What follows belongs to an exercise in optimizing a design on an open flow for small area; a production flow would make more cautious choices.
Where RTL was checked, it was by simulation tests only, not by an equivalence proof against the original.
Function not checked in run 2: the RTL went through the layout flow alone.
Power and IR drop assume default switching activity.

===== design/flow/config.mk =====
export PLATFORM = sky130hd
export DESIGN_NAME = microprocessor
export DESIGN_NICKNAME = microprocessor
export VERILOG_FILES = /design/flow/design.v
export SDC_FILE = /design/flow/constraint.sdc
export NUM_CORES = 4
export LEC_CHECK = 0
export CAP_MARGIN = 20
export CORE_MARGIN = 2
export CORE_UTILIZATION = 40
export SLEW_MARGIN = 20

===== design/flow/constraint.sdc =====
create_clock -name core_clock -period 8.5 [get_ports {fast_clock}]
set_input_delay 1.7000 -clock core_clock [delete_from_list [all_inputs] [get_ports {fast_clock}]]
set_output_delay 1.7000 -clock core_clock [all_outputs]
set_load 0.01 [all_outputs]

===== design/flow/design.v =====
`timescale 1ns / 1ps
module adder(
    input [7:0] in1,
    input [7:0] in2,
    output [7:0] out,
    input signal_aluop
);
    assign out = in1 + in2;
endmodule
`timescale 1ns / 1ps
module control_unit(
    input [1:0] opcode,
    output signal_memtoreg,
    output signal_regwrite,
    output signal_alusrc,
    output signal_branch,
    output signal_memread,
    output signal_memwrite,
    output signal_regdst,
    output signal_aluop
    );
    wire A;
    wire B;
    assign A = opcode[1];
    assign B = opcode[0];
    assign signal_regdst = ~A && ~B;
    assign signal_regwrite = ~A;
    assign signal_alusrc = (~A && B) || (A && ~B);
    assign signal_branch = A && B;
    assign signal_memread = ~A && B;
    assign signal_memwrite = A && ~B;
    assign signal_memtoreg = B;
    assign signal_aluop = ~A && ~B;
endmodule
`timescale 1ns / 1ps
module data_memory(
    input signal_memread,
    input signal_memwrite,
    input [7:0] address,
    input [7:0] data_to_write,
    input clock,
    input clear,
    output [7:0] data_out
    );
    reg [7:0] memory[0:31];
    assign data_out = (address < 8'd32) ? memory[address[4:0]] : 8'b0;
    always @(posedge clock or posedge clear) begin
        if (clear) begin
            memory[0] <= 8'b0;
            memory[1] <= 8'b1;
            memory[2] <= 8'b10;
            memory[3] <= 8'b11;
            memory[4] <= 8'b100;
            memory[5] <= 8'b101;
            memory[6] <= 8'b110;
            memory[7] <= 8'b111;
            memory[8] <= 8'b1000;
            memory[9] <= 8'b1001;
            memory[10] <= 8'b1010;
            memory[11] <= 8'b1011;
            memory[12] <= 8'b1100;
            memory[13] <= 8'b1101;
            memory[14] <= 8'b1110;
            memory[15] <= 8'b1111;
            memory[16] <= 8'b0;
            memory[17] <= 8'b11111111;
            memory[18] <= 8'b11111110;
            memory[19] <= 8'b11111101;
            memory[20] <= 8'b11111100;
            memory[21] <= 8'b11111011;
            memory[22] <= 8'b11111010;
            memory[23] <= 8'b11111001;
            memory[24] <= 8'b11111000;
            memory[25] <= 8'b11110111;
            memory[26] <= 8'b11110110;
            memory[27] <= 8'b11110101;
            memory[28] <= 8'b11110100;
            memory[29] <= 8'b11110011;
            memory[30] <= 8'b11110010;
            memory[31] <= 8'b11110001;
        end
        else begin
            if (signal_memwrite && (address < 8'd32)) begin
                memory[address[4:0]] <= data_to_write;
            end
        end
    end
endmodule
`timescale 1ns / 1ps
module hex_to_seven_segment(
    input [3:0] in,
    output reg [6:0] out
    );
    always @(in) begin
        case (in)
            4'd0: out <= 7'b1111110;
            4'd1: out <= 7'b0110000;
            4'd2: out <= 7'b1101101;
            4'd3: out <= 7'b1111001;
            4'd4: out <= 7'b0110011;
            4'd5: out <= 7'b1011011;
            4'd6: out <= 7'b1011111;
            4'd7: out <= 7'b1110000;
            4'd8: out <= 7'b1111111;
            4'd9: out <= 7'b1111011;
            4'd10: out <= 7'b1110111;
            4'd11: out <= 7'b0011111;
            4'd12: out <= 7'b1001110;
            4'd13: out <= 7'b0111101;
            4'd14: out <= 7'b1001111;
            4'd15: out <= 7'b1000111;
        endcase
    end
endmodule
`timescale 1ns / 1ps
module pc(
    input clock,
    input clear,
    input [7:0] next_pc,
    output [7:0] pc_out 
);
    reg [7:0] current_pc;
    assign pc_out = current_pc;
    always @(posedge clock or posedge clear) begin
        if (clear) begin
            current_pc <= 8'b0;
        end
        else begin
            current_pc <= next_pc;
        end
    end
endmodule
`timescale 1ns / 1ps
module register_file(
    input [1:0] read_reg1,
    input [1:0] read_reg2,
    input [1:0] write_reg,
    input [7:0] write_data,
    input signal_regwrite,
    input clock,
    input clear,
    output [7:0] output_reg1,
    output [7:0] output_reg2,
    output [7:0] reg0_segment,
    output [7:0] reg1_segment,
    output [7:0] reg2_segment,
    output [7:0] reg3_segment
    );
    reg [7:0] register [0:3];
    assign output_reg1 = register[read_reg1];
    assign output_reg2 = register[read_reg2];
    assign reg0_segment = register[0];
    assign reg1_segment = register[1];
    assign reg2_segment = register[2];
    assign reg3_segment = register[3];
    always @(posedge clock or posedge clear) begin
        if (clear) begin
            register[0] <= 8'b0;
            register[1] <= 8'b0;
            register[2] <= 8'b0;
            register[3] <= 8'b0;
        end
        else begin
            if (signal_regwrite) begin
                register[write_reg] <= write_data;
            end
        end
    end
endmodule
`timescale 1ns / 1ps
module sign_extend(
    input [1:0] in,
    output [7:0] out
);
    assign out = {in[1], in[1], in[1], in[1], in[1], in[1], in[1], in[0]};
endmodule
`timescale 1ns / 1ps
module microprocessor(
    input [7:0] instruction,
    input fast_clock,
    input clear,
    output [6:0] first_segment,
    output [6:0] second_segment,
    output [7:0] read_address,
    output [6:0] reg0_segment,
    output [6:0] reg1_segment,
    output [6:0] reg2_segment,
    output [6:0] reg3_segment
    );
    wire clock;
    assign clock = fast_clock;
    wire signal_memtoreg;
    wire signal_regwrite;
    wire signal_alusrc;
    wire signal_branch;
    wire signal_memread;
    wire signal_memwrite;
    wire signal_regdst;
    wire signal_aluop;
    wire [7:0] output_reg1;
    wire [7:0] output_reg2;
    wire [7:0] sign_extended_imm;
    wire [7:0] output_memory;
    wire [7:0] output_alu;
    wire [7:0] reg_write_data;
    assign reg_write_data = signal_memtoreg ? output_memory : output_alu;
    wire [7:0] incremented_pc;
    wire [7:0] displaced_pc;
    wire [7:0] next_pc;
    wire [7:0] output_pc;
    assign next_pc = signal_branch ? displaced_pc : incremented_pc;
    assign read_address = output_pc;
    wire [7:0] reg0_segment_;
    wire [7:0] reg1_segment_;
    wire [7:0] reg2_segment_;
    wire [7:0] reg3_segment_;
    control_unit control(
        .opcode(instruction[7:6]),
        .signal_aluop(signal_aluop),
        .signal_alusrc(signal_alusrc),
        .signal_branch(signal_branch),
        .signal_regdst(signal_regdst),
        .signal_memread(signal_memread),
        .signal_memtoreg(signal_memtoreg),
        .signal_memwrite(signal_memwrite),
        .signal_regwrite(signal_regwrite)
    );
    register_file regiters(
        .read_reg1(instruction[5:4]),
        .read_reg2(instruction[3:2]),
        .write_reg(signal_regdst ? instruction[1:0] : instruction[3:2]),
        .signal_regwrite(signal_regwrite),
        .clock(clock),
        .clear(clear),
        .write_data(reg_write_data),
        .output_reg1(output_reg1),
        .output_reg2(output_reg2),
        .reg0_segment(reg0_segment_),
        .reg1_segment(reg1_segment_),
        .reg2_segment(reg2_segment_),
        .reg3_segment(reg3_segment_)
    );
    data_memory data_memory(
        .clock(clock),
        .clear(clear),
        .signal_memread(signal_memread),
        .signal_memwrite(signal_memwrite),
        .address(output_alu),
        .data_to_write(output_reg2),
        .data_out(output_memory)
    );
    sign_extend sign_extend(
        .in(instruction[1:0]),
        .out(sign_extended_imm)
    );
    adder alu(
        .in1(output_reg1),
        .in2(signal_alusrc ? sign_extended_imm : output_reg2),
        .out(output_alu),
        .signal_aluop(signal_aluop)
    );
    hex_to_seven_segment first_seg(
        .in(reg_write_data[7:4]),
        .out(first_segment)
    );
    hex_to_seven_segment second_seg(
        .in(reg_write_data[3:0]),
        .out(second_segment)
    );
    adder incrementer(
        .in1(8'b1),
        .in2(output_pc),
        .out(incremented_pc),
        .signal_aluop(1'b1)
    );
    adder displacer(
        .in1(incremented_pc),
        .in2(sign_extended_imm),
        .out(displaced_pc),
        .signal_aluop(1'b1)
    );
    pc pc(
        .clock(clock),
        .clear(clear),
        .pc_out(output_pc),
        .next_pc(next_pc)
    );
    hex_to_seven_segment h1(
        .in(reg0_segment_[3:0]),
        .out(reg0_segment)
    );
    hex_to_seven_segment h2(
        .in(reg1_segment_[3:0]),
        .out(reg1_segment)
    );
    hex_to_seven_segment h3(
        .in(reg2_segment_[3:0]),
        .out(reg2_segment)
    );
    hex_to_seven_segment h4(
        .in(reg3_segment_[3:0]),
        .out(reg3_segment)
    );
endmodule

===== design/flow/run.sh =====
#!/bin/bash
# synth_recipe.tcl (not shown) runs the flow's synth.tcl, then flattens the netlist and writes it again
# the make line also repeats each setting of config.mk as NAME=value (left out here)
make -C /OpenROAD-flow-scripts/flow DESIGN_CONFIG=/design/flow/config.mk WORK_HOME=/design/flow/orfs CLKGATE_MAP_FILE= SYNTH_SCRIPT=/design/flow/synth_recipe.tcl finish

==> run notes, run 1 <==
first-pass GRT wire length 96.0 mm; Worst setup SP type primary input; ANT nets after route 0; Hold Violations, Final 0; Placed Instances 2366; Final Critical Period 8.34 ns; number of synthesized register bits 296; status finished clean; Clock Tree Buf Depth 3; post-synth net total 1699; routability congestion estimate 1.05; GRT Residual Overflow 0; final WL 65.1 mm; Die W 208 um; Reg2Reg Setup Slack 2.70 ns; port buffer count 59; Multi-input gate area 0.00863 mm^2; kind of critical path primary input to primary output; Mapped Area 0.0166 mm^2; Row Count 74; register area 0.00756 mm^2; HPWL Detailed 47.9 mm; PD cells 458 mW/mm^2; critical path's top delay family buffers and inverters; Slew @ Worst Pin 1.16 ns; clk sinks 296; top cell type's share of synthesized area 25.9%; slowest cell on the critical path fa_2; Vias 14400; drt pass-1 iters 7; critical path capture point first_segment[6]; worst-skew pair later-pin latency 0.54 ns; DRT iter0 DRCs 1275; Post-synth EDFFs 0; fin crit share 98.1%; Top cell by count, worst path buf_4; ys flop type dfrtp_1; area delta synth->final 27.0%; fillers 3734; synth top area cells dfrtp_1 26%, dfstp_2 20%, mux2_2 10%; Residual DRC 0; crit-path max cell delay 0.73 ns; Ys Warns 6; Critical Path, Cell by Cell clkdlybuf4s50_1, inv_1, ha_4, nand2_1, o21ai_1, ha_1, inv_1, fa_2, buf_6, nand2_2, nor3_2, buf_4, buf_4, buf_4, a22oi_1, a21oi_2, nor4_2, a31oi_2, buf_12, nand2_1, o221ai_1, clkdlybuf4s50_1; die height 208 um; peak supply drop 0.316 mV; worst path required time 6.80 ns; share of layout cells above drive strength 1 36.5%; CP Depth 22; Clock transition at path regs 0.06 ns; Starting Density 40.6%; cts bufs inserted 35; Synth area leader dfrtp_1; WP buf/inv 9; Setup crit start instruction[6]; Non-Filler Instances 2442; # IOs 60; pre-CTS setup slack -0.436 ns; CP Capture Type primary output; worst r2r path cells 19; fin worst setup slack 0.164 ns; Max Cap Violations 0; initial antenna violation count 4; Slew headroom 22.5%; Hold-fix buffers, CTS 0; Setup Skew 0.0146 ns; reg2reg start regiters.register[0][0]; P_leak 0.00899 uW; vias in the first global route 14200; Routed WL per cell 26.6 um; worst-path fanout max 14; fin nets 1950; sequential share of the synthesized area 45.5%; vias per inst 5.89; Final Max Slew Viols 0; H-tree lvl count 2; largest net degree at the start of global routing 162; clock root buffer clkbuf_16; type of the tightest min-delay check register to register; Syn Area/Cell 10.2 um^2; Critical R2R Capture data_memory.memory[2][5]; Async SR Flop Fraction 100%; core area 0.0409 mm^2; CTS tree built; CP Data Arrival Time 6.64 ns; GRT Util Overall 30.1%; post-synthesis cell type count 88; maximum clock frequency 120 MHz; Syn Inst Count 1630; DIE AREA 0.0432 mm^2; final setup fails 0
## through the flow
step / hold WS [ns] / cell area (um^2) / total power [uW] / TNS [ns] / util [%]
6_report: 0.473 / 21100 / 9670 / 0 / 51.6
5_1_grt: 0.490 / 21100 / 10100 / -0.0123 / 51.6
4_1_cts: 0.476 / 20900 / 9510 / -0.00922 / 51.1
3_5_place_dp: 0.463 / 19500 / 7730 / -3.44 / 47.5
3_3_place_gp: 0.456 / 19500 / 7700 / -3.55 / 47.5
2_1_floorplan: 0.442 / 16600 / 4890 / 0 / -
## registers in the layout, summed over array words and instances, names as in the netlist
register            cells
data_memory.memory    256
regiters.register      32
pc.current_pc           8
## cell usage in the layout, fill, tap and decap left out, types with 12 or more instances in the layout
master           netlist  routed
dfrtp_1              172     172
nor3_1                29      29
buf_4                  2     251
nand2_1              204     200
xnor2_1               15      14
a32oi_1               16      14
mux4_2                16      16
nor2_2                12      12
ha_1                  57      53
clkdlybuf4s50_1        0      44
a21oi_1               53      48
nand3_1               48      48
o21ai_0              186     180
nor2_1                58      55
a22oi_1               30      28
clkbuf_16              0      37
a31oi_1               15      14
mux2_2               154     154
inv_1                 53      51
o21ai_1               10      15
a22o_1                12      12
and3_1                13      13
mux2i_1               36      34
dfstp_2              124     124
## area by class of cell
| class | count | share of cell area, % |
|---|---|---|
| repair buffers | 327 | 13.2 |
| inverters | 54 | 0.984 |
| clock buffers | 51 | 4.87 |
| diodes | 3 | 0.0356 |
| flip-flops and latches | 296 | 35.8 |
| clock inverters | 12 | 1.02 |
| well taps | 532 | 3.15 |
| multi-input cells | 1167 | 40.9 |
## power breakdown
part           switching [uW]  leakage, uW  total [uW]  internal, uW
logic                    3080      0.00478        5530          2450
clock network             603     0.000603        1630          1020
registers                 470      0.00361        2510          2040
total                    4160      0.00899        9670          5510
## synth_stat cells (all sizes together), types with 5 or more instances
cell	n
and3	13
mux2i	36
buf	42
a31oi	15
nor2b	10
o21a	12
nor2	70
xor2	5
a32oi	16
o2111ai	7
o22ai	9
or2	5
a21oi	55
a22oi	30
nor3	32
dfrtp	172
nand3	48
a211oi	13
mux4	16
dfstp	124
mux2	155
clkbuf	71
a22o	12
ha	57
nor4	7
xnor2	15
nand4	11
o32a	9
o211ai	7
a221oi	9
nand2	204
o21ai	196
inv	53
nand2b	5
nor3b	8
a32o	7
## cell families after synthesis
family	after synthesis	synth area share (%)
xor+xnor	20	1.05
simple gates	433	12.1
flops	296	45.5
fa+ha+maj	59	4.53
compound gates	448	17.7
mux	207	14.9
buf+inv	167	4.22
## worst min-delay path: cells and delay by family (launching register included)
kind               cells  cell delay, ns
AOI/OAI and AO/OA      1            0.06
DFF                    1            0.33
and+or+nand+nor        1            0.04
## timing repair
| item | 4_1_cts | 5_1_grt |
|---|---|---|
| endpoints found under the hold margin | 0 | 0 |
| setup buffers | 4 | 5 |
| pin swaps | 6 | 15 |
| setup endpoints to repair | 14 | 13 |
| resized for setup | 45 | 36 |
## worst min-delay path by stage
stage	start	end	cells past startpoint
5_1_grt	data_memory.memory[7][7]	data_memory.memory[7][7]	2
2_1_floorplan	data_memory.memory[14][5]	data_memory.memory[14][5]	2
4_1_cts	data_memory.memory[7][7]	data_memory.memory[7][7]	2
3_5_place_dp	data_memory.memory[7][7]	data_memory.memory[7][7]	2
3_3_place_gp	data_memory.memory[7][7]	data_memory.memory[7][7]	2
6_report	data_memory.memory[7][7]	data_memory.memory[7][7]	2
## layer usage
metal | vias up | share of wire, % | track usage (%)
met5 | - | 0 | 0
met4 | 0 | 4.1 | 12.1
met2 | 584 | 43 | 44.0
met1 | 7206 | 45 | 43.2
met3 | 136 | 7.7 | 6.55
li1 | 6454 | - | -
==> inputs of run 2 (changes only) <==
==> design/flow/design.v (replaced) <==
`timescale 1ns / 1ps
module hex_to_seven_segment(
    input [3:0] in,
    output reg [6:0] out
    );
    always @(in) begin
        case (in)
            4'd0: out <= 7'b1111110;
            4'd1: out <= 7'b0110000;
            4'd2: out <= 7'b1101101;
            4'd3: out <= 7'b1111001;
            4'd4: out <= 7'b0110011;
            4'd5: out <= 7'b1011011;
            4'd6: out <= 7'b1011111;
            4'd7: out <= 7'b1110000;
            4'd8: out <= 7'b1111111;
            4'd9: out <= 7'b1111011;
            4'd10: out <= 7'b1110111;
            4'd11: out <= 7'b0011111;
            4'd12: out <= 7'b1001110;
            4'd13: out <= 7'b0111101;
            4'd14: out <= 7'b1001111;
            4'd15: out <= 7'b1000111;
        endcase
    end
endmodule
`timescale 1ns / 1ps
module microprocessor(
    input [7:0] instruction,
    input fast_clock,
    input clear,
    output [6:0] first_segment,
    output [6:0] second_segment,
    output [7:0] read_address,
    output [6:0] reg0_segment,
    output [6:0] reg1_segment,
    output [6:0] reg2_segment,
    output [6:0] reg3_segment
    );
    wire [1:0] op = instruction[7:6];
    wire [1:0] rs = instruction[5:4];
    wire [1:0] rt = instruction[3:2];
    wire [1:0] rd = instruction[1:0];
    wire [7:0] imm = {{7{instruction[1]}}, instruction[0]};
    reg [7:0] pc;
    reg [7:0] r0, r1, r2, r3;
    reg [7:0] mem [0:31];
    wire [7:0] a = rs[1] ? (rs[0] ? r3 : r2) : (rs[0] ? r1 : r0);
    wire [7:0] b = rt[1] ? (rt[0] ? r3 : r2) : (rt[0] ? r1 : r0);
    wire use_imm = op[1] ^ op[0];
    wire [7:0] alu = a + (use_imm ? imm : b);
    wire inrange = (alu[7:5] == 3'b000);
    wire [31:0] sel;
    genvar g;
    generate
        for (g = 0; g < 32; g = g + 1) begin : dec
            assign sel[g] = inrange && (alu[4:0] == g);
        end
    endgenerate
    reg [7:0] mrd;
    integer k;
    always @* begin
        mrd = 8'b0;
        for (k = 0; k < 32; k = k + 1)
            mrd = mrd | (mem[k] & {8{sel[k]}});
    end
    wire [7:0] wdata = op[0] ? mrd : alu;
    wire store = op[1] & ~op[0];
    generate
        for (g = 0; g < 32; g = g + 1) begin : row
            wire [7:0] init = (g < 16) ? g : (g == 16) ? 8'd0 : (8'd16 - g);
            always @(posedge fast_clock or posedge clear) begin
                if (clear)
                    mem[g] <= init;
                else if (store && sel[g])
                    mem[g] <= b;
            end
        end
    endgenerate
    wire regwrite = ~op[1];
    wire [1:0] wr = op[0] ? rt : rd;
    always @(posedge fast_clock or posedge clear) begin
        if (clear) begin
            r0 <= 8'b0; r1 <= 8'b0; r2 <= 8'b0; r3 <= 8'b0;
        end else if (regwrite) begin
            case (wr)
                2'd0: r0 <= wdata;
                2'd1: r1 <= wdata;
                2'd2: r2 <= wdata;
                2'd3: r3 <= wdata;
            endcase
        end
    end
    wire branch = op[1] & op[0];
    always @(posedge fast_clock or posedge clear) begin
        if (clear)
            pc <= 8'b0;
        else
            pc <= pc + 8'd1 + (branch ? imm : 8'd0);
    end
    assign read_address = pc;
    hex_to_seven_segment s_hi(.in(wdata[7:4]), .out(first_segment));
    hex_to_seven_segment s_lo(.in(wdata[3:0]), .out(second_segment));
    hex_to_seven_segment s_r0(.in(r0[3:0]), .out(reg0_segment));
    hex_to_seven_segment s_r1(.in(r1[3:0]), .out(reg1_segment));
    hex_to_seven_segment s_r2(.in(r2[3:0]), .out(reg2_segment));
    hex_to_seven_segment s_r3(.in(r3[3:0]), .out(reg3_segment));
endmodule
--- a/design/flow/config.mk
+++ b/design/flow/config.mk
@@ -7,5 +7,6 @@
 export LEC_CHECK = 0
 export CAP_MARGIN = 20
 export CORE_MARGIN = 2
-export CORE_UTILIZATION = 40
+export CORE_UTILIZATION = 60
+export GPL_TIMING_DRIVEN = 0
 export SLEW_MARGIN = 20
==> run notes, run 2 <==
status failed layout checks; Fail Reasons negative setup slack; largest net degree at the start of global routing 38 (-77%); Residual DRC 0 (unchanged); commonest cells in the netlist 211 x nand2_1, 191 x mux2_2, 172 x dfrtp_1; PD cells 451 mW/mm^2 (-1.6%); CP Data Arrival Time 6.81 ns (+0.17 ns); Die W 170 um (-18%); Clock Tree Buf Depth 3 (unchanged); drt pass-1 iters 8 (+1); Synth area leader dfrtp_1; cts bufs inserted 31 (-11%); Vias 14800 (+3.0%); commonest non-fill, non-tap cells in the layout 205 x nand2_1, 190 x mux2_2, 172 x dfrtp_1; Final Critical Period 8.51 ns (+0.176 ns); diode count 0 (-3); fin worst setup slack -0.0127 ns (-0.176 ns); Max Cap Violations 0 (unchanged); fin nets 1813 (-7.0%); Slew @ Worst Pin 1.21 ns (+0.0449 ns); initial antenna violation count 3 (-1); number of synthesized register bits 296 (unchanged); core area 0.0270 mm^2 (-34%); top cell type's share of synthesized area 26.0% (+0.15 points); Largest register FFs 256 (unchanged); P_leak 0.00842 uW (-6.4%); H-tree lvl count 1 (-1); reg2reg start r0[2]; post-synthesis cell type count 89 (+1.1%); kind of critical path primary input to primary output; peak supply drop 0.264 mV (-17%); vias in the first global route 14100 (-0.88%); GRT Util Overall 44.7% (+15 points); Post-synth EDFFs 0 (unchanged); final setup fails 1 (+1); Routed WL per cell 30.9 um (+16%); share of layout cells above drive strength 1 36.9% (+0.38 points); area delta synth->final 23.1%; Slew headroom 19.2% (-3.3 points); ys flop type dfrtp_1; Most flops, register mem; HPWL Detailed 45.4 mm (-5.3%); total power 9170 uW (-5.1%); CTS tree built; DRT iter0 DRCs 1984 (+56%); Syn Area/Cell 10.4 um^2 (+2.4%); first-pass GRT wire length 93.4 mm (-2.7%); worst path required time 6.80 ns (about the same); Syn Inst Count 1582 (-2.9%); synth top area cells dfrtp_1 26%, dfstp_2 20%, mux2_2 13%; port buffer count 55 (-6.8%); vias per inst 7.02 (+19%); Final Max Slew Viols 0 (unchanged); worst-skew pair later-pin latency 0.61 ns (+0.07 ns); hold_sp mem[1][4]; sequential share of the synthesized area 45.7% (+0.26 points); Reg2Reg Setup Slack 3.08 ns (+0.38 ns); # IOs 60 (unchanged); ANT nets after route 0 (unchanged); Starting Density 61.2% (+21 points); maximum clock frequency 117 MHz (-2.1%); Setup Skew 0.0222 ns (+0.00761 ns); fin crit share 100% (+2.1 points); Hold Violations, Final 0 (unchanged); most common cell after layout, fill and taps aside nand2_1; Clock transition at path regs 0.06 ns (about the same); type of the tightest min-delay check register to register; Mapped Area 0.0165 mm^2 (-0.57%); Async SR Flop Fraction 100% (unchanged); clock root buffer clkbuf_16; Worst setup SP type primary input; Util after Layout 75.3% (+24 points); DIE AREA 0.0289 mm^2 (-33%); Row Count 60 (-19%); GRT Residual Overflow 0 (unchanged); clk sinks 296 (unchanged); die height 170 um (-18%); CP Capture Type primary output; final WL 65.1 mm (about the same); most frequent cell after synthesis nand2_1; routability congestion estimate 1.03 (-1.6%); worst-path fanout max 7 (-7); post-synth net total 1652 (-2.8%); Ys Warns 3 (-3); Setup crit start instruction[3]
## run 2: cells by family after synthesis
family | count (synthesis) | synth area share (%)
buf+inv | 156 | 4.13
simple gates | 411 | 11.5
mux | 236 | 16.6
flops | 296 | 45.7
fa+ha+maj | 60 | 4.63
compound gates | 406 | 16.3
xor+xnor | 17 | 1.11
## run 2: worst paths after layout
kind,endpoint,depth (start not counted)
setup reg to reg,mem[15][4],19
hold / removal,mem[1][4],2
max in group asynchronous,mem[5][0],7
hold reg to reg,mem[1][4],2
setup / recovery,second_segment[3],26
min in group asynchronous,mem[2][0],2
## run 2: through the flow
| stage | hold WS [ns] | cells | TNS [ns] | area (um^2) | setup slack (ns) |
|---|---|---|---|---|---|
| global route | 0.497 | 2109 | -0.0408 | 20300 | -0.0354 |
| floorplan | 0.441 | 1582 | 0 | 16500 | 0.107 |
| global placement | 0.459 | 1978 | -37.82 | 17500 | -2.98 |
| finish | 0.480 | 2109 | -0.0127 | 20300 | -0.0127 |
| CTS | 0.483 | 2091 | -0.0144 | 20000 | -0.0103 |
| detailed placement | 0.470 | 1987 | -39.91 | 17700 | -3.08 |
## run 2: per-layer routing
| metal | up-vias | GRT usage [%] | wire length (um) |
|---|---|---|---|
| li1 | 6073 | - | - |
| met1 | 7341 | 61.0 | 25000 |
| met2 | 1139 | 64.1 | 27000 |
| met3 | 256 | 14.8 | 9010 |
| met4 | 4 | 22.1 | 4040 |
| met5 | - | 0 | 25 |
## run 2: final cells by class
type / count / area, um^2
Inverter: 44 / 171
Timing Repair Buffer: 139 / 1350
Clock inverter: 16 / 178
Tap cell: 341 / 427
Fill cell: 1840 / 6680
Buffer: 101 / 736
Sequential cell: 296 / 7560
Multi-Input combinational cell: 1130 / 9070
Clock buffer: 42 / 857
## run 2: power by group
group          total, uW  switching, uW  internal [uW]
clock network       1400            604            800
registers           2530            453           2070
logic               5240           3240           2000
## run 2: critical path, cell delays in order
cell and delay, ns:
buf_12 0.12, buf_8 0.12, nand2_2 0.05, o21ai_2 0.07
o21a_4 0.20, mux2_4 0.27, ha_4 0.17, fa_2 0.42
buf_8 0.16, nor4bb_4 0.16, a311o_1 0.36, or2_1 0.26
buf_6 0.16, buf_12 0.15, buf_4 0.14, nand3b_1 0.09
a311oi_2 0.13, a311oi_2 0.50, o22ai_1 0.16, o221a_2 0.31
buf_12 0.15, ha_4 0.26, inv_2 0.03, mux4_2 0.45
inv_1 0.06, buf_2 0.12
## run 2: timing repair
action,in CTS,in global routing
buffers inserted,53,21
pin swaps,35,24
setup endpoints to repair,14,14
hold buffers,0,0
gates resized for setup,219,74
gates cloned,1,0

re-timing with driven ports:
How much do the figures lean on ideal ports? The routed layouts below were timed once more, with nothing changed but the port constraints. Step 1 assumes that a clkbuf_16 drives the clock port and a buf_2 every other input. Step 2, shift: input delay + t, output delay - t, t = (earliest + latest rising clock arrival at the registers) / 2. This alone moves slack from input paths to output paths. Three values: ideal ports, drivers, drivers and shift; two values: the first two.
run | t, ns | setup WS [ns] | hold slack, ns | pins driven straight from the clock port
run 1 | 0.584 | 0.164 / 0.130 / 0.130 | 0.473 / 0.473 / 0.473 | 1
run 2 | 0.647 | -0.013 / -0.060 / -0.060 | 0.480 / 0.480 / 0.480 | 1
For run 2, which loses most, drivers alone change the setup slack by -0.047 ns; drivers and shift together by -0.047 ns.
